This is an optimization exercise on Yosys and OpenROAD, whose aim is small area, a short achievable clock period and few clock cycles per item, not a production implementation. Function was checked by simulation only, so behaviour that the tests miss may differ from the original.

==> design.v <==
module k_constants (Addr, K);    
    input [5:0] Addr;
    output [31:0] K;
    reg [31:0] current_k;
    assign K = current_k;
    always @ (Addr) begin : addr_mux
        case(Addr)
          00: current_k = 32'h428a2f98;    01: current_k = 32'h71374491;
          02: current_k = 32'hb5c0fbcf;    03: current_k = 32'he9b5dba5;
          04: current_k = 32'h3956c25b;    05: current_k = 32'h59f111f1;
          06: current_k = 32'h923f82a4;    07: current_k = 32'hab1c5ed5;
          08: current_k = 32'hd807aa98;    09: current_k = 32'h12835b01;
          10: current_k = 32'h243185be;    11: current_k = 32'h550c7dc3;
          12: current_k = 32'h72be5d74;    13: current_k = 32'h80deb1fe;
          14: current_k = 32'h9bdc06a7;    15: current_k = 32'hc19bf174;
          16: current_k = 32'he49b69c1;    17: current_k = 32'hefbe4786;
          18: current_k = 32'h0fc19dc6;    19: current_k = 32'h240ca1cc;
          20: current_k = 32'h2de92c6f;    21: current_k = 32'h4a7484aa;
          22: current_k = 32'h5cb0a9dc;    23: current_k = 32'h76f988da;
          24: current_k = 32'h983e5152;    25: current_k = 32'ha831c66d;
          26: current_k = 32'hb00327c8;    27: current_k = 32'hbf597fc7;
          28: current_k = 32'hc6e00bf3;    29: current_k = 32'hd5a79147;
          30: current_k = 32'h06ca6351;    31: current_k = 32'h14292967;
          32: current_k = 32'h27b70a85;    33: current_k = 32'h2e1b2138;
          34: current_k = 32'h4d2c6dfc;    35: current_k = 32'h53380d13;
          36: current_k = 32'h650a7354;    37: current_k = 32'h766a0abb;
          38: current_k = 32'h81c2c92e;    39: current_k = 32'h92722c85;
          40: current_k = 32'ha2bfe8a1;    41: current_k = 32'ha81a664b;
          42: current_k = 32'hc24b8b70;    43: current_k = 32'hc76c51a3;
          44: current_k = 32'hd192e819;    45: current_k = 32'hd6990624;
          46: current_k = 32'hf40e3585;    47: current_k = 32'h106aa070;
          48: current_k = 32'h19a4c116;    49: current_k = 32'h1e376c08;
          50: current_k = 32'h2748774c;    51: current_k = 32'h34b0bcb5;
          52: current_k = 32'h391c0cb3;    53: current_k = 32'h4ed8aa4a;
          54: current_k = 32'h5b9cca4f;    55: current_k = 32'h682e6ff3;
          56: current_k = 32'h748f82ee;    57: current_k = 32'h78a5636f;
          58: current_k = 32'h84c87814;    59: current_k = 32'h8cc70208;
          60: current_k = 32'h90befffa;    61: current_k = 32'ha4506ceb;
          62: current_k = 32'hbef9a3f7;    63: current_k = 32'hc67178f2;
        endcase
    end
endmodule
module calc_w (W0, W1, W9, W14, WOut);
    input  [31:0] W0, W1, W9, W14;
    output [31:0] WOut;
    wire [31:0] s0 = {W1[6:0], W1[31:7]} ^ {W1[17:0], W1[31:18]} ^ (W1 >> 3);
    wire [31:0] s1 = {W14[16:0], W14[31:17]} ^ {W14[18:0], W14[31:19]} ^ (W14 >> 10);
    wire [31:0] x1s, x1c, x2s, x2c;
    csa32 c1 (W0, W9, s0, x1s, x1c);
    csa32 c2 (x1s, x1c, s1, x2s, x2c);
    assign WOut = x2s + x2c;
endmodule
module hash_algorithm (HKW, A, B, C, D, E, F, G, AOut, EOut);
    input  [31:0] HKW, A, B, C, D, E, F, G;
    output [31:0] AOut, EOut;
    wire [31:0] s1  = {E[5:0], E[31:6]} ^ {E[10:0], E[31:11]} ^ {E[24:0], E[31:25]};
    wire [31:0] ch  = (E & F) ^ (~E & G);
    wire [31:0] s0  = {A[1:0], A[31:2]} ^ {A[12:0], A[31:13]} ^ {A[21:0], A[31:22]};
    wire [31:0] maj = (A & B) | (C & (A | B));
    wire [31:0] e1s, e1c, e2s, e2c;
    csa32 ce1 (HKW, s1, ch, e1s, e1c);
    csa32 ce2 (e1s, e1c, D, e2s, e2c);
    assign EOut = e2s + e2c;
    wire [31:0] x1s, x1c, x2s, x2c, x3s, x3c;
    csa32 c1 (HKW, ch, maj, x1s, x1c);
    csa32 c2 (x1s, x1c, s1, x2s, x2c);
    csa32 c3 (x2s, x2c, s0, x3s, x3c);
    assign AOut = x3s + x3c;
endmodule
module csa32 (X, Y, Z, S, C);
    input  [31:0] X, Y, Z;
    output [31:0] S, C;
    wire [31:0] m = (X & Y) | (Z & (X | Y));
    assign S = X ^ Y ^ Z;
    assign C = {m[30:0], 1'b0};
endmodule
module sha256 (Clk, Reset, Start, Chunk, Digest, DigestReady);
    input          Clk;
    input          Reset;
    input          Start;
    input  [511:0] Chunk;
    output [255:0] Digest;
    output reg     DigestReady;
    localparam [31:0] H0A = 32'h6a09e667, H0B = 32'hbb67ae85,
                      H0C = 32'h3c6ef372, H0D = 32'ha54ff53a,
                      H0E = 32'h510e527f, H0F = 32'h9b05688c,
                      H0G = 32'h1f83d9ab, H0H = 32'h5be0cd19;
    localparam [31:0] K0  = 32'h428a2f98, K1  = 32'h71374491,
                      K63 = 32'hc67178f2;
    localparam [31:0] DFIX = H0E - H0A;    
    reg         busy;                  
    reg  [5:0]  cnt;                   
    reg  [31:0] kreg;                  
    reg  [31:0] a, b, c, d, e, f, g, h;
    reg  [31:0] hkw;                   
    reg  [31:0] w [0:15];              
    wire [31:0] k, w_new, a_new, e_new;
    wire        last = busy && (cnt == 6'd1);     
    wire        r62  = busy && (cnt == 6'd0);     
    k_constants    kc (cnt, k);
    calc_w         cw (w[0], w[1], w[9], w[14], w_new);
    hash_algorithm ha (hkw, a, b, c, d, e, f, g, a_new, e_new);
    wire [31:0] p1s, p1c;
    csa32 p1 (g, kreg, w[1], p1s, p1c);
    wire [31:0] d_add = c + (last ? H0D : DFIX);
    wire [31:0] w0 = Chunk[511:480];
    always @(posedge Clk, negedge Reset) begin
        if (!Reset) begin
            busy        <= 1'b0;
            cnt         <= 6'd2;
            DigestReady <= 1'b0;
        end else begin
            cnt <= busy ? cnt + 6'd1 : 6'd2;
            if (busy) begin
                if (last) begin
                    busy        <= 1'b0;
                    DigestReady <= 1'b1;
                end
            end else if (Start) begin
                busy        <= 1'b1;
                DigestReady <= 1'b0;
            end
        end
    end
    integer i;
    always @(posedge Clk) begin
        if (busy) begin
            kreg <= last ? K0 : (cnt == 6'd63) ? K63 + H0A : k;
            hkw  <= p1s + p1c;
            for (i = 0; i < 15; i = i + 1) w[i] <= w[i + 1];
            w[15] <= w_new;
            if (last) begin
                {b, c, d} <= {a + H0B, b + H0C, d_add};
                {f, g, h} <= {e + H0F, f + H0G, g + H0H};
            end else if (r62) begin
                {b, c, d} <= {a, b, d_add};
                {f, g, h} <= {e, f, g};
            end else begin
                {b, c, d} <= {a, b, c};
                {f, g, h} <= {e, f, g};
            end
        end else begin
            kreg <= Start ? K1 : K0;
            hkw  <= w0 + (H0H + K0);
            for (i = 0; i < 16; i = i + 1) w[i] <= Chunk[511 - 32*i -: 32];
            if (Start) begin
                {b, c, d} <= {H0B, H0C, H0D};
                {f, g, h} <= {H0F, H0G, H0H};
            end
        end
    end
    wire [31:0] a_idle = (a & ~{32{Start}}) | (H0A & {32{Start}});
    wire [31:0] e_idle = (e & ~{32{Start}}) | (H0E & {32{Start}});
    always @(posedge Clk) begin
        a <= busy ? a_new : a_idle;
        e <= busy ? e_new : e_idle;
    end
    assign Digest = {a, b, c, d, e, f, g, h};
endmodule
==> flow/run.sh <==
#!/bin/bash
# The standard layout (the standard.sh), with the port buffers inserted
# before placement made from the smallest buffer instead of the resizer's
# default pick. Everything else is the standard ORFS flow.
set -euo pipefail
bash standard.sh "BUFFER_PORTS_ARGS=-buffer_cell sky130_fd_sc_hd__buf_1" finish > standard_flow.log 2>&1
==> standard.sh <==
#!/bin/bash
# synth_recipe.tcl (not shown) runs the flow's synth.tcl, then flattens the netlist and writes it again
# the make line also repeats each setting of config.mk as NAME=value (left out here)
make -C /OpenROAD-flow-scripts/flow DESIGN_CONFIG=/design/flow/config.mk WORK_HOME=/design/flow/orfs CLKGATE_MAP_FILE= SYNTH_SCRIPT=/design/flow/synth_recipe.tcl "${@:-finish}"
==> config.mk <==
export PLATFORM = sky130hd
export DESIGN_NAME = sha256
export DESIGN_NICKNAME = sha256
export VERILOG_FILES = /design/flow/design.v
export SDC_FILE = /design/flow/constraint.sdc
export NUM_CORES = 4
export LEC_CHECK = 0
export ABC_CLOCK_PERIOD_IN_PS = 3000
export CAP_MARGIN = 20
export CORE_MARGIN = 2
export CORE_UTILIZATION = 45
export CTS_CLUSTER_DIAMETER = 80
export CTS_CLUSTER_SIZE = 20
export SETUP_SLACK_MARGIN = 5
export SLEW_MARGIN = 20
==> constraint.sdc <==
create_clock -name core_clock -period 10.0 [get_ports {Clk}]
set_input_delay 2.0000 -clock core_clock [delete_from_list [all_inputs] [get_ports {Clk}]]
set_output_delay 2.0000 -clock core_clock [all_outputs]
set_load 0.01 [all_outputs]
==> impl_metrics.toml, run 1 <==
[logic_synthesis]
synth_edf_count = 192
postSynthCellCount = 4941
seq_area_frac_synth_pct = 37.6
yosysWarningCount = 4
synth_seq_cells = 840
synth_nets = 5880
ys_types = 92
postSynth.topFlopCell = "sky130_fd_sc_hd__dfxtp_1"
synthesis.area_mm2 = 0.0499
post_synth.cell_area_avg_um2 = 10.1
async_flop_share_pct = 0.952

[timing]
timing.final.setup_violations = 0
final_worst_clock_skew_ns = 0.0238
max-slew-margin-rel_pct = 22.0
layout_min_cycle_time_ns = 4.91
maximum_clock_frequency_mhz = 204
final-max-slew-violation-count = 0
totalNegativeSetupSlack_ns = 0
rsz_0062_raised_after_global_routing = "yes"
final_hold_viol_count = 0
tightest_slew_ns = 1.17
final_critical_path_setup_slack_ns = 5.09
fin_crit_sh_pct = 49.1

[place]
pre_cts_slack_ns = 4.12
detailed_place.area_mm2 = 0.0541
dp_hpwl_um = 159000
numPortBuffers = 771
dp.cells = 6977
globalplace.congestion = 0.990

[setup_path]
criticalPathCategory = "reg -> reg"
worst_endpoint_required_time_ns = 10.59
critPathArrivalTime_ns = 5.50
slowest_stage = "sky130_fd_sc_hd__edfxtp_1"
end_kind = "flip-flop"
chain_of_cells_forming_the_critical_path = "mux2i_2 > inv_1 > fa_1 > inv_1 > fa_1 > fa_1 > inv_1 > ha_1 > o211ai_1 > o21a_1 > or2_2 > a31oi_2 > o21ai_2 > nand2_2 > a2111o_1 > o221a_2"
crit_path_launch_type = "flip-flop"
critical_path_peak_fanout = 5
critical-path-max-stage-delay_ns = 0.65

[clocking]
numCtsBuffers = 55
clock_tree_from_tritoncts = "yes"
cts_num_sinks = 840
htreeDepth = 2
worst_setup_hold_path_clk_slew_ns = 0.09
clkLatencyLatePin_ns = 0.70
root_buffer = "sky130_fd_sc_hd__clkbuf_16"
max-clock-path-buffers = 3

[global_routing]
most_crowded_layer_after_global_routing = "met2"
grt_use_met2_pct = 59.4
grt_util_all_layers_pct = 34.7
initial_antenna_violation_count = 43
first_pass_grt_wire_length_um = 283000
grt-ovfl-total = 0
grt_max_degree = 186
gr-usage-met1_pct = 40.8
first_global_vias = 39600
global_route.usage.met3_pct = 6.84

[drt]
wl_per_cell_um = 28.1
drt-vias-per-instance = 5.69
detail_route.iter0.violations = 3995
route.antenna.remaining_nets = 0
via_count = 41000
detail_route.wirelength_um = 203000
drc = 0
dr.pass1.iters = 7

[cells_and_area]
final-instance-count-excl-fill = 7201
largest_register_ffs = 512
synthToLayoutAreaGrowth_pct = 14.8
final_nets = 6593
drive_above_1_share_pct = 15.9
regMostFlops = "w"
finish.instance_area_mm2 = 0.0573

[floorplanning]
initial_utilization_pct = 45.2
chipWidth_um = 337
core_mm2 = 0.110
row_count = 122
floorplan.die.height_um = 337
io_pins = 772
die_area_mm2 = 0.114

[hold_path]
min-delay-path-class = "reg -> reg"

[flow_run]
cap_viol_max_count = 0

[outcome]
outcome = "complete, no violations"
Yosys cell counts, types with 18 or more instances:
library cell | n | share of area, %
sky130_fd_sc_hd__nand2b_1 | 26 | 0.33
sky130_fd_sc_hd__inv_1 | 407 | 3.1
sky130_fd_sc_hd__o211ai_1 | 39 | 0.59
sky130_fd_sc_hd__nor4_1 | 20 | 0.25
sky130_fd_sc_hd__nand3_1 | 91 | 0.91
sky130_fd_sc_hd__dfxtp_1 | 640 | 26
sky130_fd_sc_hd__mux2_2 | 502 | 11
sky130_fd_sc_hd__a21o_1 | 62 | 0.93
sky130_fd_sc_hd__a211oi_1 | 51 | 0.77
sky130_fd_sc_hd__xnor2_1 | 304 | 5.3
sky130_fd_sc_hd__fa_1 | 250 | 10
sky130_fd_sc_hd__nand2_1 | 309 | 2.3
sky130_fd_sc_hd__a21oi_1 | 257 | 2.6
sky130_fd_sc_hd__o21a_1 | 33 | 0.50
sky130_fd_sc_hd__xor2_1 | 199 | 3.5
sky130_fd_sc_hd__and2_1 | 21 | 0.26
sky130_fd_sc_hd__and3_1 | 38 | 0.48
sky130_fd_sc_hd__nor3_1 | 64 | 0.64
sky130_fd_sc_hd__o21ai_0 | 270 | 2.7
sky130_fd_sc_hd__o31ai_1 | 23 | 0.35
sky130_fd_sc_hd__clkbuf_1 | 227 | 1.7
sky130_fd_sc_hd__or3_1 | 50 | 0.63
sky130_fd_sc_hd__mux2i_1 | 42 | 0.84
sky130_fd_sc_hd__a31oi_1 | 30 | 0.38
sky130_fd_sc_hd__ha_1 | 174 | 4.4
sky130_fd_sc_hd__nor2_1 | 269 | 2.0
sky130_fd_sc_hd__maj3_1 | 18 | 0.36
sky130_fd_sc_hd__nor2b_1 | 18 | 0.23
sky130_fd_sc_hd__edfxtp_1 | 192 | 12
sky130_fd_sc_hd__buf_1 | 29 | 0.22
metal layers:
layer	part of all wire (%)	routed length, µm
met1	37	75200
met2	49	100000
met3	7.7	15600
met4	5.7	11600
met5	0.028	57
cell usage in the layout, fill, tap and decap left out, drive strengths merged, types with 16 or more instances in the layout:
cell    instances
a21o           62
nor4           21
a21boi         16
o21ai         279
dfxtp         640
nor2b          18
a31oi          30
o21a           33
xor2          199
nor3           65
o211ai         39
maj3           18
clkbuf         63
xnor2         304
inv           418
mux2          502
a21oi         257
buf           915
o311ai         17
ha            174
nor2          270
and3           38
edfxtp        192
or3            53
nand3          91
o31ai          25
a211oi         51
nand2         309
fa            250
and2           21
mux2i          42
diode          31
nand2b         26
worst max-delay path, delay by kind of cell, from the launching register on:
family | cells | cell delay, ns
AND/OR/NAND/NOR | 2 | 0.24
buffers and inverters | 3 | 0.23
AO/OA/AOI/OAI | 6 | 1.28
adder cells (fa/ha/maj) | 4 | 1.82
multiplexers | 1 | 0.57
flip-flops | 1 | 0.65
kinds of logic (layout without fill, tap and decap cells):
kind of cell             after synthesis  in the layout  synth area share (%)
buffers and inverters                671           1412                  5.06
other                                  0             31                     0
flip-flops                           840            840                  37.6
AO/OA/AOI/OAI                        962            962                  12.2
AND/OR/NAND/NOR                      971            971                  9.07
adder cells (fa/ha/maj)              442            442                  14.7
XOR/XNOR                             503            503                  8.82
multiplexers                         552            552                  12.5
layout make-up:
class,instances,area [µm²]
well taps,1488,1860
clock inverters,22,295
fillers,10400,53000
diodes,31,77.6
repair buffers,916,4050
clock buffers,63,1460
inverters,411,1570
flip-flops and latches,840,18900
multi-input cells,3430,29100
path summary, 6_finish.rpt:
kind / to / start / slack (ns) / depth (start not counted)
max: a[27] / g[20] / 5.09 / 16
min: w[11][6] / w[12][6] / 0.45 / 1
max reg2reg: a[27] / g[20] / 5.09 / 16
min reg2reg: w[11][6] / w[12][6] / 0.45 / 1
max in group asynchronous: cnt[3] / Reset / 8.28 / 1
min in group asynchronous: cnt[4] / Reset / 1.27 / 1
stage by stage:
stage / utilization [%] / hold WS [ns]
after floorplan: - / 0.433
after global placement: 49.0 / 0.436
after detailed placement: 49.0 / 0.439
after CTS: 51.1 / 0.455
after global routing: 52.0 / 0.466
final: 52.0 / 0.451
repair_timing:
action / CTS / global route
endpoints found under the setup margin: 46 / 33
resized for setup: 94 / 92
pin swaps: 0 / 15
hold buffers: 0 / 0
buffers inserted: 30 / 77
Testbench counts, summed over its fixed seeds: cycles 16,640, hashes 256.
==> inputs of run 2 (changes only) <==
--- a/config.mk
+++ b/config.mk
@@ -8,7 +8,7 @@
 export ABC_CLOCK_PERIOD_IN_PS = 3000
 export CAP_MARGIN = 20
 export CORE_MARGIN = 2
-export CORE_UTILIZATION = 45
+export CORE_UTILIZATION = 50
 export CTS_CLUSTER_DIAMETER = 80
 export CTS_CLUSTER_SIZE = 20
 export SETUP_SLACK_MARGIN = 5
==> run 2 against run 1 <==
Sequential share of layout area grew 0.35 points. Critical path depth shrank 1. Flip-flop and latch count is the same. Synthesized cell count is the same. Die area shrank 9.9%. Core utilization grew 5.5 points. Still clean on timing, DRC and antenna. Cell count shrank 3.4%. Largest cell class unchanged. Area after synthesis is the same.
==> impl_metrics.toml, run 2 <==
[cells_and_area]
regMostFlops = "w"
largest_register_ffs = 512
num-fill-cells = 8996
synthToLayoutAreaGrowth_pct = 13.6
finish.instance_area_mm2 = 0.0567
highest_count_cells_in_the_layout_ignoring_fill_and_taps = "sky130_fd_sc_hd__buf_1, sky130_fd_sc_hd__dfxtp_1, sky130_fd_sc_hd__mux2_2"
drive_above_1_share_pct = 15.2
final_nets = 6553
layout_commonest_cell = "sky130_fd_sc_hd__buf_1"
final-instance-count-excl-fill = 6959

[global_routing]
first_global_vias = 39400
initial_antenna_violation_count = 41
grt_max_degree = 178
first_pass_grt_wire_length_um = 278000
grt_util_all_layers_pct = 37.7
grt-ovfl-total = 0

[place]
globalplace.congestion = 1.01
dp.cells = 6779
numPortBuffers = 771
detailed_place.area_mm2 = 0.0538
dp_hpwl_um = 156000

[logic_synthesis]
yosys.area.top_type_share_pct = 25.7
largest_family_of_logic_cells_by_synthesized_area = "adder cells"
synth_nets = 5880
synth_seq_cells = 840
postSynth.topFlopCell = "sky130_fd_sc_hd__dfxtp_1"
postSynthCellCount = 4941
synth_edf_count = 192
seq_area_frac_synth_pct = 37.6
synth_compound_area_share_pct = 12.2
post_synth.cell_area_avg_um2 = 10.1
area_fraction_in_and_or_nand_and_nor_cells_after_synthesis_pct = 9.07
synthMostInstantiatedCell = "sky130_fd_sc_hd__dfxtp_1"
most_numerous_cell_types_in_the_synthesized_netlist = "sky130_fd_sc_hd__dfxtp_1, sky130_fd_sc_hd__mux2_2, sky130_fd_sc_hd__inv_1, sky130_fd_sc_hd__nand2_1, sky130_fd_sc_hd__xnor2_1"
ys_types = 92
yosys.area_share.xor_xnor_pct = 8.82
yosysWarningCount = 4
yosys.area.top_type = "sky130_fd_sc_hd__dfxtp_1"
synthesis.area_mm2 = 0.0499
synthAdderAreaFrac_pct = 14.7
async_flop_share_pct = 0.952
post_synth_main_area_contributors = "sky130_fd_sc_hd__dfxtp_1, sky130_fd_sc_hd__edfxtp_1, sky130_fd_sc_hd__mux2_2, sky130_fd_sc_hd__fa_1, sky130_fd_sc_hd__xnor2_1"
multiplexer_fraction_of_the_synthesized_cell_area_pct = 12.5

[clocking]
worst_setup_hold_path_clk_slew_ns = 0.09
root_buffer = "sky130_fd_sc_hd__clkbuf_16"
numCtsBuffers = 55
htreeDepth = 2
cts_num_sinks = 840
max-clock-path-buffers = 3
clock_tree_from_tritoncts = "yes"
clkLatencyLatePin_ns = 0.71

[timing]
whs_ns = 0.456
final-max-slew-violation-count = 0
totalNegativeSetupSlack_ns = 0
tightest_slew_ns = 1.13
timing.final.setup_violations = 0
final_worst_clock_skew_ns = 0.0604
max-slew-margin-rel_pct = 24.8
final_hold_viol_count = 0
layout_min_cycle_time_ns = 4.97
maximum_clock_frequency_mhz = 201
rsz_0062_raised_after_global_routing = "yes"
fin_crit_sh_pct = 49.7

[floorplanning]
initial_utilization_pct = 50.6
core_mm2 = 0.0987
floorplan.die.height_um = 320
row_count = 115
chipWidth_um = 320
io_pins = 772
die_area_mm2 = 0.102

[drt]
detail_route.iter0.violations = 4310
met2_wirelength_um = 95800
detail_route.wirelength_um = 198000
route.top_layer_used = "met5"
via_count = 40600
drt-vias-per-instance = 5.83
routed-wl-met3_um = 16000
wl_per_cell_um = 28.5
route.antenna.remaining_nets = 0
dr.pass1.iters = 6
routed_met1_length_um = 72900
drc = 0

[setup_path]
worst_endpoint_required_time_ns = 10.57
worst_path_most_repeated_cell = "sky130_fd_sc_hd__fa_1"
critical-path-max-stage-delay_ns = 0.53
critPathArrivalTime_ns = 5.54
end_kind = "flip-flop"
reg2reg_to = "a[28]"
criticalPathCategory = "reg -> reg"
chain_of_cells_forming_the_critical_path = "o21ai_1 > fa_1 > fa_1 > fa_1 > inv_1 > ha_1 > and4_1 > nand2_1 > nor3_4 > nor4b_4 > nor3_2 > o311ai_2 > a21boi_2 > or3_1 > a32o_1"
reg2reg_from = "b[13]"
reg2regPathDepth = 15
setup.worst_path.end = "a[28]"
critPathLaunch = "b[13]"
critical_path_peak_fanout = 8
ff2ff_setup_slack_ns = 5.03
slowest_stage = "sky130_fd_sc_hd__edfxtp_1"
crit_path_launch_type = "flip-flop"

[flow_run]
cap_viol_max_count = 0

[hold_path]
min-delay-path-class = "reg -> reg"
cell_depth_of_the_worst_min_delay_path = 1

[outcome]
outcome = "complete, no violations"
==> run 2: cell counts after synthesis <==
No cell type changed its count.
==> run 2: final cells by class <==
type                    count  area (µm²)  share of cell area, %
multi-input cells        3430       29100                   51.3
clock buffers              63        1450                   2.55
clock inverters            21         310                  0.547
repair buffers            876        3720                   6.55
diodes                     31        77.6                  0.137
inverters                 411        1560                   2.76
flip-flops and latches    840       18900                   33.3
well taps                1287        1610                   2.84
==> run 2: routing by layer <==
layer,vias up,GRT usage [%]
li1,18400,-
met1,19800,43.7
met2,1892,63.8
met3,428,7.76
met4,14,23.3
met5,-,0
==> run 2: per-stage QoR <==
step | setup WS (ns) | util, %
after floorplan | 5.08 | -
after global placement | 4.22 | 54.5
after detailed placement | 4.32 | 54.5
after CTS | 4.98 | 56.9
final | 5.03 | 57.5
after global routing | 4.92 | 57.5
==> run 2: cell families (layout without fill, tap and decap cells) <==
kind of cell,after synthesis,in the layout
AOI/OAI and AO/OA,962,962
xor gates and xnor gates,503,503
adders and majority gates,442,442
buffers and inverters,671,1371
DFF,840,840
muxes,552,552
other,0,31
and+or+nand+nor,971,971
==> run 2: worst min-delay path by stage <==
stage,from,end,slack [ns]
final,w[15][8],w[14][8],0.46
after global routing,w[2][7],w[1][7],0.47
after CTS,w[5][14],w[4][14],0.46
after detailed placement,w[4][21],w[3][21],0.44
after global placement,w[4][25],w[3][25],0.44
after floorplan,w[2][31],w[1][31],0.43
==> run 2: worst max-delay path: cells and delay by family (launching register included) <==
family                   cells  cell delay (ns)
buffers and inverters        1             0.04
flip-flops                   1             0.53
AND/OR/NAND/NOR              6             1.26
adder cells (fa/ha/maj)      4             1.82
AO/OA/AOI/OAI                4             1.21
==> run 2: timing repair <==
item                                   CTS  global route
setup buffers                           29            36
hold buffers                             0             0
pin swaps                                3            12
setup endpoints to repair               31            23
gates resized for setup                109            73
endpoints found under the hold margin    0             0
==> inputs of run 3 (changes only) <==
--- a/design.v
+++ b/design.v
@@ -70,7 +70,7 @@
 module csa32 (X, Y, Z, S, C);
     input  [31:0] X, Y, Z;
     output [31:0] S, C;
-    wire [31:0] m = (X & Y) | (Z & (X | Y));
+    wire [31:0] m = (X & Y) | (X & Z) | (Y & Z);
     assign S = X ^ Y ^ Z;
     assign C = {m[30:0], 1'b0};
 endmodule
==> run 3 against run 2 <==
Still clean. First-iteration DRC count is 10% lower. Cell count is 1.9% lower. Core utilization is 0.71 points lower. Clock-buffer cell count is 1 lower. Sequential share of layout area is 0.47 points higher. Flip-flop and latch count stayed put. Via count is 1.7% lower. Register-to-register slack better by 0.06 ns. Worst hold slack worse by 0.0072 ns. Critical endpoint unchanged. Highest routed layer unchanged.
==> impl_metrics.toml, run 3 <==
[outcome]
outcome = "complete, no violations"

[logic_synthesis]
largest_family_of_logic_cells_by_synthesized_area = "adder cells"
postSynthCellCount = 4847
synthesis.area_mm2 = 0.0495
synth_edf_count = 192
yosys.area.top_type_share_pct = 25.9
synth_compound_area_share_pct = 12.6
synth_seq_cells = 840
seq_area_frac_synth_pct = 37.9
yosys.area_share.xor_xnor_pct = 9.00
yosysWarningCount = 4
synthAdderAreaFrac_pct = 14.6
post_synth_main_area_contributors = "sky130_fd_sc_hd__dfxtp_1, sky130_fd_sc_hd__edfxtp_1, sky130_fd_sc_hd__mux2_2, sky130_fd_sc_hd__fa_1, sky130_fd_sc_hd__xnor2_1"
synth_nets = 5786
postSynth.topFlopCell = "sky130_fd_sc_hd__dfxtp_1"
area_fraction_in_and_or_nand_and_nor_cells_after_synthesis_pct = 9.42
ys_types = 96
most_numerous_cell_types_in_the_synthesized_netlist = "sky130_fd_sc_hd__dfxtp_1, sky130_fd_sc_hd__mux2_2, sky130_fd_sc_hd__xnor2_1, sky130_fd_sc_hd__nor2_1, sky130_fd_sc_hd__nand2_1"
async_flop_share_pct = 0.952
multiplexer_fraction_of_the_synthesized_cell_area_pct = 12.3
yosys.area.top_type = "sky130_fd_sc_hd__dfxtp_1"
synthMostInstantiatedCell = "sky130_fd_sc_hd__dfxtp_1"
post_synth.cell_area_avg_um2 = 10.2

[hold_path]
min-delay-path-class = "reg -> reg"

[clocking]
ctsHoldBuffers = 0
worst_setup_hold_path_clk_slew_ns = 0.09
root_buffer = "sky130_fd_sc_hd__clkbuf_16"
cts_num_sinks = 840
htreeDepth = 2
clkLatencyLatePin_ns = 0.72
numCtsBuffers = 55
max-clock-path-buffers = 3
clock_tree_from_tritoncts = "yes"

[floorplanning]
die_area_mm2 = 0.102
io_pins = 772
initial_utilization_pct = 50.4
row_count = 115
core_mm2 = 0.0983
floorplan.die.height_um = 319
chipWidth_um = 319

[place]
globalplace.congestion = 1.01
dp.cells = 6676
numPortBuffers = 771
detailed_place.area_mm2 = 0.0533
dp_hpwl_um = 151000

[timing]
max-slew-margin-rel_pct = 26.9
tightest_slew_ns = 1.10
whs_ns = 0.449
layout_min_cycle_time_ns = 4.91
final_worst_clock_skew_ns = 0.0496
rsz_0062_raised_after_global_routing = "no"
final_hold_viol_count = 0
maximum_clock_frequency_mhz = 204
final-max-slew-violation-count = 0
totalNegativeSetupSlack_ns = 0
fin_crit_sh_pct = 49.1
timing.final.setup_violations = 0

[global_routing]
initial_antenna_violation_count = 44
grt_max_degree = 219
grt-ovfl-total = 0
first_global_vias = 39000
first_pass_grt_wire_length_um = 273000
grt_util_all_layers_pct = 37.0

[cells_and_area]
final-instance-count-excl-fill = 6827
regMostFlops = "w"
layout_commonest_cell = "sky130_fd_sc_hd__buf_1"
largest_register_ffs = 512
num-fill-cells = 9113
highest_count_cells_in_the_layout_ignoring_fill_and_taps = "sky130_fd_sc_hd__buf_1, sky130_fd_sc_hd__dfxtp_1, sky130_fd_sc_hd__mux2_2"
final_nets = 6427
drive_above_1_share_pct = 14.3
synthToLayoutAreaGrowth_pct = 12.7
finish.instance_area_mm2 = 0.0558

[setup_path]
end_kind = "flip-flop"
crit_path_launch_type = "flip-flop"
criticalPathCategory = "reg -> reg"
chain_of_cells_forming_the_critical_path = "a21o_1 > o21ai_1 > fa_1 > inv_1 > fa_1 > fa_1 > ha_1 > nor2_1 > o21ai_0 > o2111ai_2 > a31oi_1 > a221oi_2 > or4_1 > nand3_1"
worst_endpoint_required_time_ns = 10.66
worst_path_most_repeated_cell = "sky130_fd_sc_hd__fa_1"
critical-path-max-stage-delay_ns = 0.70
slowest_stage = "sky130_fd_sc_hd__edfxtp_1"
critical_path_peak_fanout = 6
critPathArrivalTime_ns = 5.57

[drt]
detail_route.wirelength_um = 192000
wl_per_cell_um = 28.2
detail_route.iter0.violations = 3861
dr.pass1.iters = 5
route.antenna.remaining_nets = 0
drt-vias-per-instance = 5.84
drc = 0
via_count = 39900

[flow_run]
cap_viol_max_count = 0
run 3: changes by cell type after synthesis, sizes merged, moves of 10 or more:
cell and change:
nor2 +30, maj3 -15, xor2 -74, xnor2 +80
and3 +10, buf +17, a21o +24, a21oi +26
a31oi +11, clkbuf -13, nand2 -18, inv -133
run 3: path summary, 6_finish.rpt:
path                           start   endpoint  slack (ns)  cells past startpoint
max                             c[7]      a[28]        5.09                     14
min                        w[12][17]  w[11][17]        0.45                      1
max reg2reg                     c[7]      a[28]        5.09                     14
min reg2reg                w[12][17]  w[11][17]        0.45                      1
max in group asynchronous      Reset       busy        8.23                      1
min in group asynchronous      Reset     cnt[3]        1.30                      1
run 3: metrics by stage:
| stage | setup WS (ns) | utilization (%) |
|---|---|---|
| 2_1_floorplan | 5.43 | - |
| 3_3_place_gp | 3.81 | 54.3 |
| 3_5_place_dp | 3.64 | 54.3 |
| 4_1_cts | 5.00 | 56.2 |
| 5_1_grt | 5.00 | 56.8 |
| 6_report | 5.09 | 56.8 |
run 3: logic make-up (layout without fill, tap and decap cells):
family,Yosys count,in the layout
AO/OA/AOI/OAI,986,986
XOR/XNOR,509,509
buffers and inverters,541,1208
multiplexers,545,545
flip-flops,840,840
AND/OR/NAND/NOR,999,999
other,0,26
adder cells (fa/ha/maj),427,427
run 3: final cells by class:
| cell class | count | area, µm² | share of cell area, % |
|---|---|---|---|
| timing repair buffer | 848 | 3520 | 6.32 |
| clock inverter | 21 | 246 | 0.442 |
| inverter | 277 | 1060 | 1.91 |
| tap | 1287 | 1610 | 2.89 |
| multi-input combinational | 3466 | 29000 | 52.0 |
| clock buffer | 62 | 1420 | 2.55 |
| sequential | 840 | 18800 | 33.8 |
| antenna | 26 | 65.1 | 0.117 |
run 3: worst max-delay path, delay by kind of cell (launching register included):
family / cells / cell delay (ns)
adder cells (fa/ha/maj): 4 / 1.96
AO/OA/AOI/OAI: 6 / 1.51
flip-flops: 1 / 0.70
AND/OR/NAND/NOR: 3 / 0.62
buffers and inverters: 1 / 0.05
run 3: repair_timing:
action / 4_1_cts / 5_1_grt
pin swaps: 0 / 2
buffers inserted: 5 / 36
resized for setup: 57 / 56
endpoints found under the setup margin: 45 / 28
run 3: metal layers:
layer  up-vias  global-route usage, %  wire [µm]
li1      18200                      -          -
met1     19500                   43.8      72400
met2      1806                   63.0      93900
met3       415                   7.63      14800
met4        20                   19.6      11200
met5         -                      0        119
Testbench counts of run 3, summed over its fixed seeds: cycles 16,640, hashes 256.
==> inputs of run 4 (changes only) <==
--- a/design.v
+++ b/design.v
@@ -70,7 +70,7 @@
 module csa32 (X, Y, Z, S, C);
     input  [31:0] X, Y, Z;
     output [31:0] S, C;
-    wire [31:0] m = (X & Y) | (X & Z) | (Y & Z);
+    wire [31:0] m = (X & Y) | (Z & (X | Y));
     assign S = X ^ Y ^ Z;
     assign C = {m[30:0], 1'b0};
 endmodule
==> flow/run.sh (replaced) <==
#!/bin/bash
# The standard layout (the standard.sh) with two changes:
#  - the port buffers inserted before placement are made from the smallest
#    buffer instead of the resizer's default pick;
#  - Yosys's synth skips its internal quick ABC pass (-noabc), so that the
#    full adders ORFS extracts from the carry-save logic keep the polarity
#    the RTL gives them instead of gaining inverters between them. ORFS's
#    own ABC mapping after adder extraction runs as usual.
set -euo pipefail
bash standard.sh "BUFFER_PORTS_ARGS=-buffer_cell sky130_fd_sc_hd__buf_1" "SYNTH_ARGS=-noabc" finish > standard_flow.log 2>&1
==> run 4 against run 3 <==
Still clean. Non-clock buffer count is 81 higher. Critical path depth is 2 higher. First-iteration DRC count is 22% higher. Core utilization is 1.2 points higher. Clock skew is 0.012 ns lower. Worst hold slack better by 0.0017 ns. Global-route usage is 0.68 points lower. Sequential share of layout area is 0.54 points higher. Register-to-register slack worse by 0.06 ns. Setup slack worse by 0.064 ns. Critical path type unchanged. Critical endpoint is now a[31]. Largest cell class unchanged.
==> impl_metrics.toml, run 4 <==
[hold_path]
worstHoldStart = "e[27]"
hold_end = "e[27]"
cell_depth_of_the_worst_min_delay_path = 2
min-delay-path-class = "reg -> reg"

[setup_path]
cp_num_buf_inv = 0
critical-path-max-stage-delay_ns = 0.56
critical_path_peak_fanout = 4
reg2reg_to = "a[31]"
reg2reg_from = "c[1]"
worst_endpoint_required_time_ns = 10.60
worst_path_most_repeated_cell = "sky130_fd_sc_hd__fa_1"
end_kind = "flip-flop"
chain_of_cells_forming_the_critical_path = "maj3_2 > fa_1 > fa_1 > fa_1 > ha_2 > fa_2 > a211oi_4 > o21ai_1 > or3b_4 > a21oi_4 > o211ai_1 > a31oi_2 > a211o_1 > a21oi_2 > xnor2_1 > a22o_1"
slowest_stage = "sky130_fd_sc_hd__fa_1"
critical_path.top_delay_family = "adder cells"
critPathArrivalTime_ns = 5.57
crit_path_launch_type = "flip-flop"
criticalPathCategory = "reg -> reg"
reg2regPathDepth = 16
ff2ff_setup_slack_ns = 5.03

[global_routing]
grt-ovfl-total = 0
grt_max_degree = 202
first_global_vias = 36300
initial_antenna_violation_count = 24
grt_util_all_layers_pct = 36.3
first_pass_grt_wire_length_um = 259000

[cells_and_area]
layout_commonest_cell = "sky130_fd_sc_hd__buf_1"
fin_util_pct = 57.9
synthToLayoutAreaGrowth_pct = 14.8
largest_register_ffs = 512
final_nets = 6184
drive_above_1_share_pct = 17.4
finish.instance_area_mm2 = 0.0551
highest_count_cells_in_the_layout_ignoring_fill_and_taps = "sky130_fd_sc_hd__buf_1, sky130_fd_sc_hd__dfxtp_1, sky130_fd_sc_hd__mux2_2"
regMostFlops = "w"

[place]
dp_hpwl_um = 143000
numPortBuffers = 771
globalplace.congestion = 0.962
pre_cts_slack_ns = 3.40
detailed_place.area_mm2 = 0.0520

[timing]
rsz_0062_raised_after_global_routing = "yes"
tightest_slew_ns = 1.20
maximum_clock_frequency_mhz = 201
final-max-slew-violation-count = 0
totalNegativeSetupSlack_ns = 0
fin_crit_sh_pct = 49.7
layout_min_cycle_time_ns = 4.97
final_worst_clock_skew_ns = 0.0376
timing.final.setup_violations = 0
final_critical_path_setup_slack_ns = 5.03
max-slew-margin-rel_pct = 19.8
final_hold_viol_count = 0

[drt]
drc = 0
drt-vias-per-instance = 5.90
detail_route.iter0.violations = 4706
wl_per_cell_um = 28.1
detail_route.wirelength_um = 185000
route.antenna.remaining_nets = 0
via_count = 38800
dr.pass1.iters = 6

[logic_synthesis]
yosys.area.top_type = "sky130_fd_sc_hd__dfxtp_1"
synth_seq_cells = 840
ys_types = 94
synth_nets = 5461
async_flop_share_pct = 0.952
most_numerous_cell_types_in_the_synthesized_netlist = "sky130_fd_sc_hd__dfxtp_1, sky130_fd_sc_hd__mux2_2, sky130_fd_sc_hd__xnor2_1, sky130_fd_sc_hd__nand2_1, sky130_fd_sc_hd__a21oi_1"
post_synth.cell_area_avg_um2 = 10.5
synth_edf_count = 192
seq_area_frac_synth_pct = 39.2
post_synth_main_area_contributors = "sky130_fd_sc_hd__dfxtp_1, sky130_fd_sc_hd__mux2_2, sky130_fd_sc_hd__edfxtp_1, sky130_fd_sc_hd__fa_1, sky130_fd_sc_hd__xnor2_1"
postSynthCellCount = 4551
yosys.area.top_type_share_pct = 26.7
yosysWarningCount = 4
synthesis.area_mm2 = 0.0479
synthMostInstantiatedCell = "sky130_fd_sc_hd__dfxtp_1"
postSynth.topFlopCell = "sky130_fd_sc_hd__dfxtp_1"

[clocking]
worst_setup_hold_path_clk_slew_ns = 0.09
max-clock-path-buffers = 3
root_buffer = "sky130_fd_sc_hd__clkbuf_16"
numCtsBuffers = 55
clock_tree_from_tritoncts = "yes"
htreeDepth = 2
clkLatencyLatePin_ns = 0.70
cts_num_sinks = 840

[floorplanning]
row_count = 113
die_area_mm2 = 0.0984
io_pins = 772
chipWidth_um = 314
floorplan.die.height_um = 314
initial_utilization_pct = 50.5
core_mm2 = 0.0950

[flow_run]
cap_viol_max_count = 0

[outcome]
outcome = "complete, no violations"
## run 4: changes by cell type in the layout (fill, tap and decap cells not counted), moves of 23 or more
cell,previous run,this run
sky130_fd_sc_hd__inv_1,272,51
sky130_fd_sc_hd__buf_4,72,153
sky130_fd_sc_hd__o21ai_0,244,189
sky130_fd_sc_hd__mux2_2,497,531
sky130_fd_sc_hd__ha_1,173,142
sky130_fd_sc_hd__o21ai_1,28,57
sky130_fd_sc_hd__nand2_1,291,319
sky130_fd_sc_hd__a211oi_1,47,23
sky130_fd_sc_hd__mux2i_1,27,3
sky130_fd_sc_hd__nand3_1,92,69
## run 4: cells by family (layout without fill, tap and decap cells)
kind of cell,after synthesis,count (layout),share of synthesized area (%)
buffers and inverters,325,1074,2.55
muxes,537,537,12.6
adders and majority gates,427,427,14.9
other,0,11,0
xor gates and xnor gates,525,525,9.59
AOI/OAI and AO/OA,940,940,12.2
DFF,840,840,39.2
and+or+nand+nor,957,957,9.06
## run 4: worst max path at each step
stage          startpoint         to  cells after the start
2_1_floorplan        e[1]      a[31]                     17
3_3_place_gp       cnt[1]      d[29]                     18
6_report             c[1]      a[31]                     16
4_1_cts          w[1][19]  w[15][31]                     16
5_1_grt              c[1]      a[31]                     16
3_5_place_dp       cnt[1]      d[29]                     18
## run 4: final cells by class
class | count | area, µm²
Antenna cell | 11 | 27.5
Clock buffer | 65 | 1440
Clock inverter | 18 | 269
Fill cell | 8524 | 40000
Inverter | 62 | 249
Multi-Input combinational cell | 3386 | 28500
Sequential cell | 840 | 18900
Tap cell | 1265 | 1580
Timing Repair Buffer | 929 | 4120
## run 4: metal layers
layer  GRT usage (%)  share of wire, %
met5               0             0.068
met4            7.75               2.2
met3            9.74                11
met2            51.0                42
met1            55.3                45
## run 4: worst register-to-register path, cell delays in order (launching register included)
cell                       delay, ns
sky130_fd_sc_hd__edfxtp_1       0.42
sky130_fd_sc_hd__maj3_2         0.35
sky130_fd_sc_hd__fa_1           0.57
sky130_fd_sc_hd__fa_1           0.44
sky130_fd_sc_hd__fa_1           0.47
sky130_fd_sc_hd__ha_2           0.22
sky130_fd_sc_hd__fa_2           0.41
sky130_fd_sc_hd__a211oi_4       0.26
sky130_fd_sc_hd__o21ai_1        0.11
sky130_fd_sc_hd__or3b_4         0.28
sky130_fd_sc_hd__a21oi_4        0.09
sky130_fd_sc_hd__o211ai_1       0.36
sky130_fd_sc_hd__a31oi_2        0.21
sky130_fd_sc_hd__a211o_1        0.31
sky130_fd_sc_hd__a21oi_2        0.15
sky130_fd_sc_hd__xnor2_1        0.07
sky130_fd_sc_hd__a22o_1         0.17
## run 4: what timing repair did
action,4_1_cts,5_1_grt
pin swaps,7,26
setup endpoints to repair,58,26
buffers inserted,28,65
resized for setup,75,82
hold buffers,0,0
## run 4: through the flow
stage | std cells | hold WS (ns)
2_1_floorplan | 4551 | 0.433
3_3_place_gp | 6388 | 0.432
3_5_place_dp | 6389 | 0.439
4_1_cts | 6500 | 0.434
5_1_grt | 6573 | 0.458
6_report | 6576 | 0.451
Testbench counts of run 4, summed over its fixed seeds: cycles 16,640, hashes 256.
==> inputs of run 5 (changes only) <==
--- a/design.v
+++ b/design.v
@@ -70,7 +70,7 @@
 module csa32 (X, Y, Z, S, C);
     input  [31:0] X, Y, Z;
     output [31:0] S, C;
-    wire [31:0] m = (X & Y) | (Z & (X | Y));
+    wire [31:0] m = (X & Y) | (X & Z) | (Y & Z);
     assign S = X ^ Y ^ Z;
     assign C = {m[30:0], 1'b0};
 endmodule
==> run 5 against run 4 <==
Still clean. Cell count down 0.41%. Wire length grew 1.6%. Synthesized cell count increased by 0.57%. Critical path depth unchanged. Critical endpoint unchanged.
==> impl_metrics.toml, run 5 <==
[cells_and_area]
largest_register_ffs = 512
final-instance-count-excl-fill = 6549
final_nets = 6155
regMostFlops = "w"
highest_count_cells_in_the_layout_ignoring_fill_and_taps = "sky130_fd_sc_hd__buf_1, sky130_fd_sc_hd__dfxtp_1, sky130_fd_sc_hd__mux2_2"
num-fill-cells = 8558
drive_above_1_share_pct = 15.9
layout_commonest_cell = "sky130_fd_sc_hd__buf_1"
synthToLayoutAreaGrowth_pct = 13.3

[logic_synthesis]
postSynthCellCount = 4577
synth_nets = 5487
yosys.area.top_type_share_pct = 26.6
ys_types = 94
synth_compound_area_share_pct = 12.5
area_fraction_in_and_or_nand_and_nor_cells_after_synthesis_pct = 9.12
yosys.area.top_type = "sky130_fd_sc_hd__dfxtp_1"
yosys.area_share.xor_xnor_pct = 9.46
multiplexer_fraction_of_the_synthesized_cell_area_pct = 12.7
largest_family_of_logic_cells_by_synthesized_area = "adder cells"
synth_edf_count = 192
synthAdderAreaFrac_pct = 14.8
most_numerous_cell_types_in_the_synthesized_netlist = "sky130_fd_sc_hd__dfxtp_1, sky130_fd_sc_hd__mux2_2, sky130_fd_sc_hd__xnor2_1, sky130_fd_sc_hd__nand2_1, sky130_fd_sc_hd__a21oi_1"
postSynth.topFlopCell = "sky130_fd_sc_hd__dfxtp_1"
synthesis.area_mm2 = 0.0482
seq_area_frac_synth_pct = 38.9
synthMostInstantiatedCell = "sky130_fd_sc_hd__dfxtp_1"
synth_seq_cells = 840
post_synth.cell_area_avg_um2 = 10.5
yosysWarningCount = 4
async_flop_share_pct = 0.952
post_synth_main_area_contributors = "sky130_fd_sc_hd__dfxtp_1, sky130_fd_sc_hd__mux2_2, sky130_fd_sc_hd__edfxtp_1, sky130_fd_sc_hd__fa_1, sky130_fd_sc_hd__xnor2_1"

[clocking]
cts_num_sinks = 840
clock_tree_from_tritoncts = "yes"
max-clock-path-buffers = 3
root_buffer = "sky130_fd_sc_hd__clkbuf_16"
worst_setup_hold_path_clk_slew_ns = 0.09
clkLatencyLatePin_ns = 0.69
ctsHoldBuffers = 0
numCtsBuffers = 55
htreeDepth = 2

[timing]
timing.final.setup_violations = 0
final_critical_path_setup_slack_ns = 5.11
final_worst_clock_skew_ns = 0.0244
max-slew-margin-rel_pct = 28.1
final_hold_viol_count = 0
whs_ns = 0.452
layout_min_cycle_time_ns = 4.89
totalNegativeSetupSlack_ns = 0
rsz_0062_raised_after_global_routing = "yes"
maximum_clock_frequency_mhz = 205
final-max-slew-violation-count = 0
tightest_slew_ns = 1.08
fin_crit_sh_pct = 48.9

[drt]
via_count = 38800
drc = 0
detail_route.iter0.violations = 4708
route.antenna.remaining_nets = 0
dr.pass1.iters = 9
wl_per_cell_um = 28.7
detail_route.wirelength_um = 188000
drt-vias-per-instance = 5.93

[hold_path]
hold_end = "w[5][31]"
worstHoldStart = "w[6][31]"
cell_depth_of_the_worst_min_delay_path = 1
min-delay-path-class = "reg -> reg"

[floorplanning]
chipWidth_um = 315
io_pins = 772
core_mm2 = 0.0953
initial_utilization_pct = 50.6
die_area_mm2 = 0.0990
floorplan.die.height_um = 315
row_count = 113

[global_routing]
grt_util_all_layers_pct = 36.8
grt_max_degree = 166
grt-ovfl-total = 0
initial_antenna_violation_count = 37
first_pass_grt_wire_length_um = 264000
first_global_vias = 37400

[setup_path]
reg2reg_to = "a[31]"
ff2ff_setup_slack_ns = 5.11
criticalPathCategory = "reg -> reg"
critical_path_peak_fanout = 3
crit_path_launch_type = "flip-flop"
slowest_stage = "sky130_fd_sc_hd__fa_1"
end_kind = "flip-flop"
reg2reg_from = "c[1]"
worst_path_most_repeated_cell = "sky130_fd_sc_hd__fa_1"
worst_endpoint_required_time_ns = 10.57
chain_of_cells_forming_the_critical_path = "maj3_2 > fa_1 > fa_1 > fa_1 > ha_2 > fa_2 > a21o_1 > a221oi_4 > o221ai_4 > a311oi_4 > nor3_2 > o41a_1 > buf_4 > nand4_1 > a211o_1 > nand3_1"
reg2regPathDepth = 16
critPathArrivalTime_ns = 5.46
critical-path-max-stage-delay_ns = 0.51

[place]
pre_cts_slack_ns = 4.14
dp.cells = 6385
globalplace.congestion = 0.972
dp_hpwl_um = 147000
numPortBuffers = 771

[outcome]
outcome = "complete, no violations"

[flow_run]
cap_viol_max_count = 0
==> run 5: cell count changes after synthesis, moves of 6 or more <==
cell / change
sky130_fd_sc_hd__a21o_1: -7
sky130_fd_sc_hd__o21ai_0: +52
sky130_fd_sc_hd__nand3_1: +7
sky130_fd_sc_hd__nand2_1: -13
sky130_fd_sc_hd__o21ai_1: -29
sky130_fd_sc_hd__a311oi_1: +9
sky130_fd_sc_hd__a211oi_1: +7
sky130_fd_sc_hd__xor2_1: -10
sky130_fd_sc_hd__nor2_1: -23
sky130_fd_sc_hd__o311ai_1: -7
sky130_fd_sc_hd__xnor2_1: +6
sky130_fd_sc_hd__or2_2: +6
sky130_fd_sc_hd__and2_1: +10
sky130_fd_sc_hd__inv_2: -6
==> run 5: area by class of cell <==
type	instances	area (µm²)	area share (%)
clock buffers	68	1470	2.68
repair buffers	882	3800	6.96
well taps	1265	1580	2.90
diodes	9	22.5	0.0412
multi-input cells	3408	28400	52.0
flip-flops and latches	840	18900	34.5
clock inverters	19	289	0.529
inverters	58	231	0.423
==> run 5: how the worst max path moves through the flow <==
stage,start,endpoint,slack (ns),depth (start not counted)
floorplan,e[1],a[29],5.02,16
global placement,cnt[4],d[30],4.26,16
detailed placement,cnt[4],d[30],4.14,16
CTS,c[1],a[29],4.98,15
global route,c[1],a[31],4.92,16
finish,c[1],a[31],5.11,16
==> run 5: through the flow <==
stage	area, µm²	util, %
global route	54700	57.4
CTS	54300	57.0
detailed placement	52100	54.6
finish	54700	57.4
global placement	52100	54.6
floorplan	48200	-
==> run 5: routing by layer <==
metal	part of all wire (%)	vias up	GRT usage, %	routed length [µm]
met5	0.13	-	0	239
met4	3.2	36	9.74	5940
met3	9.4	323	8.96	17700
met2	45	1820	57.5	85000
met1	42	19100	51.0	79200
li1	-	17500	-	-
==> run 5: worst max-delay path: cells and delay by family, from the launching register on <==
kind,cells,cell delay (ns)
buffers and inverters,1,0.17
DFF,1,0.43
adders and majority gates,6,2.34
AOI/OAI and AO/OA,6,1.58
and+or+nand+nor,3,0.26
==> run 5: what timing repair did <==
| action | in CTS | in global routing |
|---|---|---|
| pin swaps | 17 | 14 |
| gates cloned | 2 | 1 |
| hold endpoints to repair | 0 | 0 |
| setup endpoints to repair | 36 | 26 |
| setup buffers | 40 | 25 |
| resized for setup | 70 | 28 |
==> run 5: kinds of logic (layout without fill, tap and decap cells) <==
logic type	count (synthesis)	in the layout
compound gates	966	966
simple gates	949	950
flops	840	840
mux	543	543
xor+xnor	521	521
fa+ha+maj	428	428
buf+inv	330	1027
other cells	0	9
Testbench counts of run 5, summed over its fixed seeds: cycles 16,640, hashes 256.
==> inputs of run 6 (changes only) <==
--- a/config.mk
+++ b/config.mk
@@ -8,8 +8,9 @@
 export ABC_CLOCK_PERIOD_IN_PS = 3000
 export CAP_MARGIN = 20
 export CORE_MARGIN = 2
-export CORE_UTILIZATION = 50
+export CORE_UTILIZATION = 55
 export CTS_CLUSTER_DIAMETER = 80
 export CTS_CLUSTER_SIZE = 20
 export SETUP_SLACK_MARGIN = 5
 export SLEW_MARGIN = 20
+export TNS_END_PERCENT = 20
==> run 6 against run 5 <==
Sequential share of layout area increased by 0.27 points. Wire length is 3.6% lower. Non-clock buffer count fell by 17. Die area shrank 9.0%. Setup slack worse by 0.13 ns. Critical path type unchanged. Area after synthesis unchanged. Core utilization up 5.0 points. Largest cell class unchanged.
==> impl_metrics.toml, run 6 <==
[outcome]
outcome = "complete, no violations"

[setup_path]
crit_path_launch_type = "flip-flop"
worst_path_most_repeated_cell = "sky130_fd_sc_hd__fa_1"
cp_num_buf_inv = 2
criticalPathCategory = "reg -> reg"
slowest_stage = "sky130_fd_sc_hd__fa_1"
worst_endpoint_required_time_ns = 10.54
end_kind = "flip-flop"
ff2ff_setup_slack_ns = 4.98
critical-path-max-stage-delay_ns = 0.56
critical_path_peak_fanout = 3
chain_of_cells_forming_the_critical_path = "maj3_2 > fa_1 > fa_1 > fa_1 > ha_2 > fa_2 > a21o_1 > a221oi_4 > o221ai_4 > a311oi_4 > buf_4 > buf_4 > o21bai_1 > a31o_1 > a21oi_1 > xor2_1 > o21ai_1"
critical_path.top_delay_family = "adder cells"
critPathArrivalTime_ns = 5.56

[cells_and_area]
synthToLayoutAreaGrowth_pct = 12.4
highest_count_cells_in_the_layout_ignoring_fill_and_taps = "sky130_fd_sc_hd__buf_1, sky130_fd_sc_hd__dfxtp_1, sky130_fd_sc_hd__mux2_2"
regMostFlops = "w"
num-fill-cells = 7415
finish.instance_area_mm2 = 0.0542
fin_util_pct = 62.4
final-instance-count-excl-fill = 6417
layout_commonest_cell = "sky130_fd_sc_hd__buf_1"
drive_above_1_share_pct = 15.3
largest_register_ffs = 512
final_nets = 6136

[logic_synthesis]
seq_area_frac_synth_pct = 38.9
yosysWarningCount = 4
postSynth.topFlopCell = "sky130_fd_sc_hd__dfxtp_1"
yosys.area.top_type = "sky130_fd_sc_hd__dfxtp_1"
synthesis.area_mm2 = 0.0482
most_numerous_cell_types_in_the_synthesized_netlist = "sky130_fd_sc_hd__dfxtp_1, sky130_fd_sc_hd__mux2_2, sky130_fd_sc_hd__xnor2_1, sky130_fd_sc_hd__nand2_1, sky130_fd_sc_hd__a21oi_1"
synthMostInstantiatedCell = "sky130_fd_sc_hd__dfxtp_1"
synth_edf_count = 192
ys_types = 94
postSynthCellCount = 4577
async_flop_share_pct = 0.952
post_synth.cell_area_avg_um2 = 10.5
yosys.area.top_type_share_pct = 26.6
post_synth_main_area_contributors = "sky130_fd_sc_hd__dfxtp_1, sky130_fd_sc_hd__mux2_2, sky130_fd_sc_hd__edfxtp_1, sky130_fd_sc_hd__fa_1, sky130_fd_sc_hd__xnor2_1"
synth_seq_cells = 840
synth_nets = 5487

[clocking]
clock_tree_from_tritoncts = "yes"
numCtsBuffers = 53
worst_setup_hold_path_clk_slew_ns = 0.09
cts_num_sinks = 840
htreeDepth = 2
max-clock-path-buffers = 3
ctsHoldBuffers = 0
clkLatencyLatePin_ns = 0.67
root_buffer = "sky130_fd_sc_hd__clkbuf_16"

[drt]
via_count = 38800
detail_route.wirelength_um = 181000
wl_per_cell_um = 28.3
route.antenna.remaining_nets = 0
drt-vias-per-instance = 6.05
drc = 0
detail_route.iter0.violations = 4170
dr.pass1.iters = 8

[floorplanning]
die_area_mm2 = 0.0901
row_count = 108
chipWidth_um = 300
core_mm2 = 0.0869
io_pins = 772
initial_utilization_pct = 55.5
floorplan.die.height_um = 300

[place]
detailed_place.area_mm2 = 0.0519
numPortBuffers = 771
globalplace.congestion = 1.00
dp.cells = 6270
dp_hpwl_um = 141000

[timing]
final_worst_clock_skew_ns = 0.0312
final_hold_viol_count = 0
totalNegativeSetupSlack_ns = 0
timing.final.setup_violations = 0
final-max-slew-violation-count = 0
tightest_slew_ns = 1.10
fin_crit_sh_pct = 50.2
rsz_0062_raised_after_global_routing = "yes"
max-slew-margin-rel_pct = 26.7
maximum_clock_frequency_mhz = 199
layout_min_cycle_time_ns = 5.02

[global_routing]
grt_max_degree = 169
first_pass_grt_wire_length_um = 255000
grt-ovfl-total = 0
first_global_vias = 37200
grt_util_all_layers_pct = 38.8
initial_antenna_violation_count = 27

[flow_run]
cap_viol_max_count = 0

[hold_path]
min-delay-path-class = "reg -> reg"
-- run 6: final timing paths --
path,start,to,depth (start not counted)
worst max-delay path,b[1],a[23],17
worst min-delay path,w[4][30],w[3][30],1
worst max register to register,b[1],a[23],17
worst min register to register,w[4][30],w[3][30],1
max in group asynchronous,Reset,busy,1
min in group asynchronous,Reset,DigestReady,1
-- run 6: per-stage QoR --
stage                     hold slack [ns]  setup WS, ns
after floorplan                     0.433          4.80
after global placement              0.436          3.89
after detailed placement            0.438          3.81
after CTS                           0.452          4.95
after global routing                0.466          4.83
final                               0.453          4.98
-- run 6: kinds of logic (layout without fill, tap and decap cells) --
family	count (synthesis)	in the layout	share of synthesized area, %
buf+inv	330	1005	2.59
fa+ha+maj	428	428	14.8
xor+xnor	521	521	9.46
flops	840	840	38.9
other cells	0	9	0
mux	543	543	12.7
simple gates	949	950	9.12
compound gates	966	966	12.5
-- run 6: layer usage --
| metal | up-vias | global-route usage [%] | share of wire (%) |
|---|---|---|---|
| met2 | 2026 | 60.8 | 45 |
| met3 | 385 | 9.24 | 9.8 |
| met5 | - | 0 | 0.094 |
| met4 | 28 | 14.6 | 4.4 |
| met1 | 18900 | 52.2 | 41 |
| li1 | 17500 | - | - |
-- run 6: final cells by class --
type,count,area (µm²),area share (%)
well taps,1155,1450,2.67
clock inverters,16,183,0.337
flip-flops and latches,840,18900,34.8
clock buffers,66,1420,2.61
repair buffers,865,3660,6.75
diodes,9,22.5,0.0415
inverters,58,235,0.434
multi-input cells,3408,28400,52.4
-- run 6: what timing repair did --
item	4_1_cts	5_1_grt
endpoints found under the setup margin	42	33
gates cloned	1	1
pin swaps	6	16
setup buffers	21	32
resized for setup	40	39
==> inputs of run 7 (changes only) <==
--- a/config.mk
+++ b/config.mk
@@ -13,4 +13,3 @@
 export CTS_CLUSTER_SIZE = 20
 export SETUP_SLACK_MARGIN = 5
 export SLEW_MARGIN = 20
-export TNS_END_PERCENT = 20
==> run 7 against run 6 <==
Still clean on timing, DRC and antenna. Non-clock buffer count shrank 16. Area after synthesis unchanged. First-iteration DRC count up 4.0%. Core utilization shrank 0.21 points. Flip-flop and latch count stayed put. Critical endpoint is now d[31].
==> impl_metrics.toml, run 7 <==
[outcome]
outcome = "complete, no violations"

[floorplanning]
core_mm2 = 0.0869
floorplan.die.height_um = 300
row_count = 108
initial_utilization_pct = 55.5
die_area_mm2 = 0.0901
io_pins = 772
chipWidth_um = 300

[drt]
route.antenna.remaining_nets = 0
dr.pass1.iters = 7
wl_per_cell_um = 28.4
drc = 0
detail_route.iter0.violations = 4335
via_count = 38800
drt-vias-per-instance = 6.07
detail_route.wirelength_um = 182000

[hold_path]
worstHoldStart = "w[4][1]"
min-delay-path-class = "reg -> reg"
cell_depth_of_the_worst_min_delay_path = 1
hold_end = "w[3][1]"

[setup_path]
criticalPathCategory = "reg -> reg"
critical_path_peak_fanout = 26
critPathArrivalTime_ns = 5.36
end_kind = "flip-flop"
reg2regPathDepth = 18
reg2reg_to = "d[31]"
reg2reg_from = "cnt[1]"
ff2ff_setup_slack_ns = 5.04
worst_endpoint_required_time_ns = 10.40
crit_path_launch_type = "flip-flop"

[logic_synthesis]
postSynthCellCount = 4577
post_synth_main_area_contributors = "sky130_fd_sc_hd__dfxtp_1, sky130_fd_sc_hd__mux2_2, sky130_fd_sc_hd__edfxtp_1, sky130_fd_sc_hd__fa_1, sky130_fd_sc_hd__xnor2_1"
synthMostInstantiatedCell = "sky130_fd_sc_hd__dfxtp_1"
seq_area_frac_synth_pct = 38.9
most_numerous_cell_types_in_the_synthesized_netlist = "sky130_fd_sc_hd__dfxtp_1, sky130_fd_sc_hd__mux2_2, sky130_fd_sc_hd__xnor2_1, sky130_fd_sc_hd__nand2_1, sky130_fd_sc_hd__a21oi_1"
yosys.area.top_type_share_pct = 26.6
synth_nets = 5487
async_flop_share_pct = 0.952
yosys.area.top_type = "sky130_fd_sc_hd__dfxtp_1"
synth_seq_cells = 840
post_synth.cell_area_avg_um2 = 10.5
synthesis.area_mm2 = 0.0482
postSynth.topFlopCell = "sky130_fd_sc_hd__dfxtp_1"
ys_types = 94
yosysWarningCount = 4
synth_edf_count = 192

[clocking]
clkLatencyLatePin_ns = 0.68
htreeDepth = 2
max-clock-path-buffers = 3
ctsHoldBuffers = 0
cts_num_sinks = 840
root_buffer = "sky130_fd_sc_hd__clkbuf_16"
numCtsBuffers = 53
clock_tree_from_tritoncts = "yes"
worst_setup_hold_path_clk_slew_ns = 0.09

[cells_and_area]
drive_above_1_share_pct = 15.0
layout_commonest_cell = "sky130_fd_sc_hd__buf_1"
final_nets = 6120
regMostFlops = "w"
highest_count_cells_in_the_layout_ignoring_fill_and_taps = "sky130_fd_sc_hd__buf_1, sky130_fd_sc_hd__dfxtp_1, sky130_fd_sc_hd__mux2_2"
synthToLayoutAreaGrowth_pct = 12.0
largest_register_ffs = 512
fin_util_pct = 62.2

[global_routing]
first_pass_grt_wire_length_um = 255000
grt_util_all_layers_pct = 38.8
grt-ovfl-total = 0
initial_antenna_violation_count = 32
first_global_vias = 36900
grt_max_degree = 181

[timing]
final_hold_viol_count = 0
maximum_clock_frequency_mhz = 202
timing.final.setup_violations = 0
rsz_0062_raised_after_global_routing = "yes"
max-slew-margin-rel_pct = 29.2
final_worst_clock_skew_ns = 0.0341
final-max-slew-violation-count = 0
tightest_slew_ns = 1.05
totalNegativeSetupSlack_ns = 0
layout_min_cycle_time_ns = 4.96
fin_crit_sh_pct = 49.6

[place]
numPortBuffers = 771
dp_hpwl_um = 141000
globalplace.congestion = 0.988

[flow_run]
cap_viol_max_count = 0
## run 7: worst max-delay path: stages (launching register included)
cell and delay (ns):
sky130_fd_sc_hd__dfstp_2 0.63, sky130_fd_sc_hd__buf_12 0.21, sky130_fd_sc_hd__inv_1 0.08, sky130_fd_sc_hd__ha_2 0.27, sky130_fd_sc_hd__and3_4 0.23, sky130_fd_sc_hd__nand2_1 0.08, sky130_fd_sc_hd__buf_6 0.20, sky130_fd_sc_hd__clkinvlp_4 0.26
sky130_fd_sc_hd__ha_1 0.30, sky130_fd_sc_hd__ha_1 0.22, sky130_fd_sc_hd__o31a_1 0.35, sky130_fd_sc_hd__o2111ai_2 0.29, sky130_fd_sc_hd__a21oi_1 0.16, sky130_fd_sc_hd__nor4b_2 0.43, sky130_fd_sc_hd__o31ai_2 0.16, sky130_fd_sc_hd__a211o_1 0.30
sky130_fd_sc_hd__a211o_1 0.30, sky130_fd_sc_hd__xor2_1 0.14, sky130_fd_sc_hd__nand2_1 0.08
## run 7: kinds of logic after synthesis
| family | share of synthesized area [%] |
|---|---|
| compound gates | 12.5 |
| xor+xnor | 9.46 |
| fa+ha+maj | 14.8 |
| buf+inv | 2.59 |
| flops | 38.9 |
| mux | 12.7 |
| simple gates | 9.12 |
## run 7: final cells by class
class | instances | area [µm²]
diodes | 9 | 22.5
inverters | 58 | 231
repair buffers | 849 | 3540
fillers | 7560 | 32900
flip-flops and latches | 840 | 18800
clock buffers | 63 | 1400
well taps | 1155 | 1450
multi-input cells | 3408 | 28300
clock inverters | 17 | 199
## run 7: metal layers
metal  global-route usage, %  part of all wire [%]  up-vias
li1                        -                     -    17500
met4                    14.2                   4.0       28
met1                    52.9                    40    18900
met3                    8.64                    10      370
met2                    60.8                    46     2042
met5                       0                  0.10        -
## run 7: through the flow
| stage | hold slack (ns) | cell area (µm²) | setup WS (ns) | instances |
|---|---|---|---|---|
| finish | 0.448 | 54000 | 5.04 | 6399 |
| global route | 0.463 | 54000 | 4.94 | 6398 |
| CTS | 0.448 | 53800 | 4.93 | 6375 |
| detailed placement | 0.439 | 51900 | 4.29 | 6265 |
| global placement | 0.435 | 51900 | 4.34 | 6265 |
| floorplan | 0.433 | 48200 | 5.02 | 4577 |
## run 7: worst max-delay path by stage
stage | from | endpoint | slack [ns] | cells after the start
floorplan | e[1] | a[29] | 5.02 | 16
global placement | cnt[5] | d[30] | 4.34 | 16
detailed placement | cnt[5] | d[30] | 4.29 | 16
CTS | cnt[1] | d[31] | 4.93 | 18
global route | c[0] | a[29] | 4.94 | 15
finish | cnt[1] | d[31] | 5.04 | 18
## run 7: what timing repair did
item / CTS / global route
gates cloned: 1 / 1
gates resized for setup: 45 / 25
hold endpoints to repair: 0 / 0
buffers inserted: 29 / 14
pin swaps: 12 / 6
endpoints found under the setup margin: 31 / 27

what the ideal ports hide:
Ports are ideal in the flow. The routed layouts listed here were re-timed in OpenROAD.
Step 1 assumes that a clkbuf_16 drives the clock port and a buf_2 every other input.
Step 2, shift: input delay + t, output delay - t, t = (earliest + latest rising clock arrival at the registers) / 2. This alone moves slack from input paths to output paths.
Slacks: ideal ports / drivers / drivers and shift; pairs: ideal ports / drivers.
run	shift t [ns]	setup WS [ns]	slew at the worst register clock pin (ns)	worst slew at a driven data input, ns
run 1	0.762	5.093 / 5.093 / 5.049	0.10 / 0.10	0.21
run 2	0.764	5.032 / 5.032 / 4.987	0.09 / 0.09	0.19
run 3	0.775	5.092 / 5.092 / 5.092	0.10 / 0.10	0.18
run 4	0.754	5.028 / 5.028 / 5.028	0.09 / 0.09	0.17
run 5	0.750	5.111 / 5.111 / 4.831	0.09 / 0.09	0.18
run 6	0.724	4.980 / 4.980 / 4.563	0.09 / 0.09	0.17
run 7	0.728	5.041 / 5.041 / 5.041	0.10 / 0.10	0.14
After both steps every run listed still meets setup and hold. For run 6, which loses most, drivers alone change the setup slack by 0.000 ns; drivers and shift together by -0.417 ns.
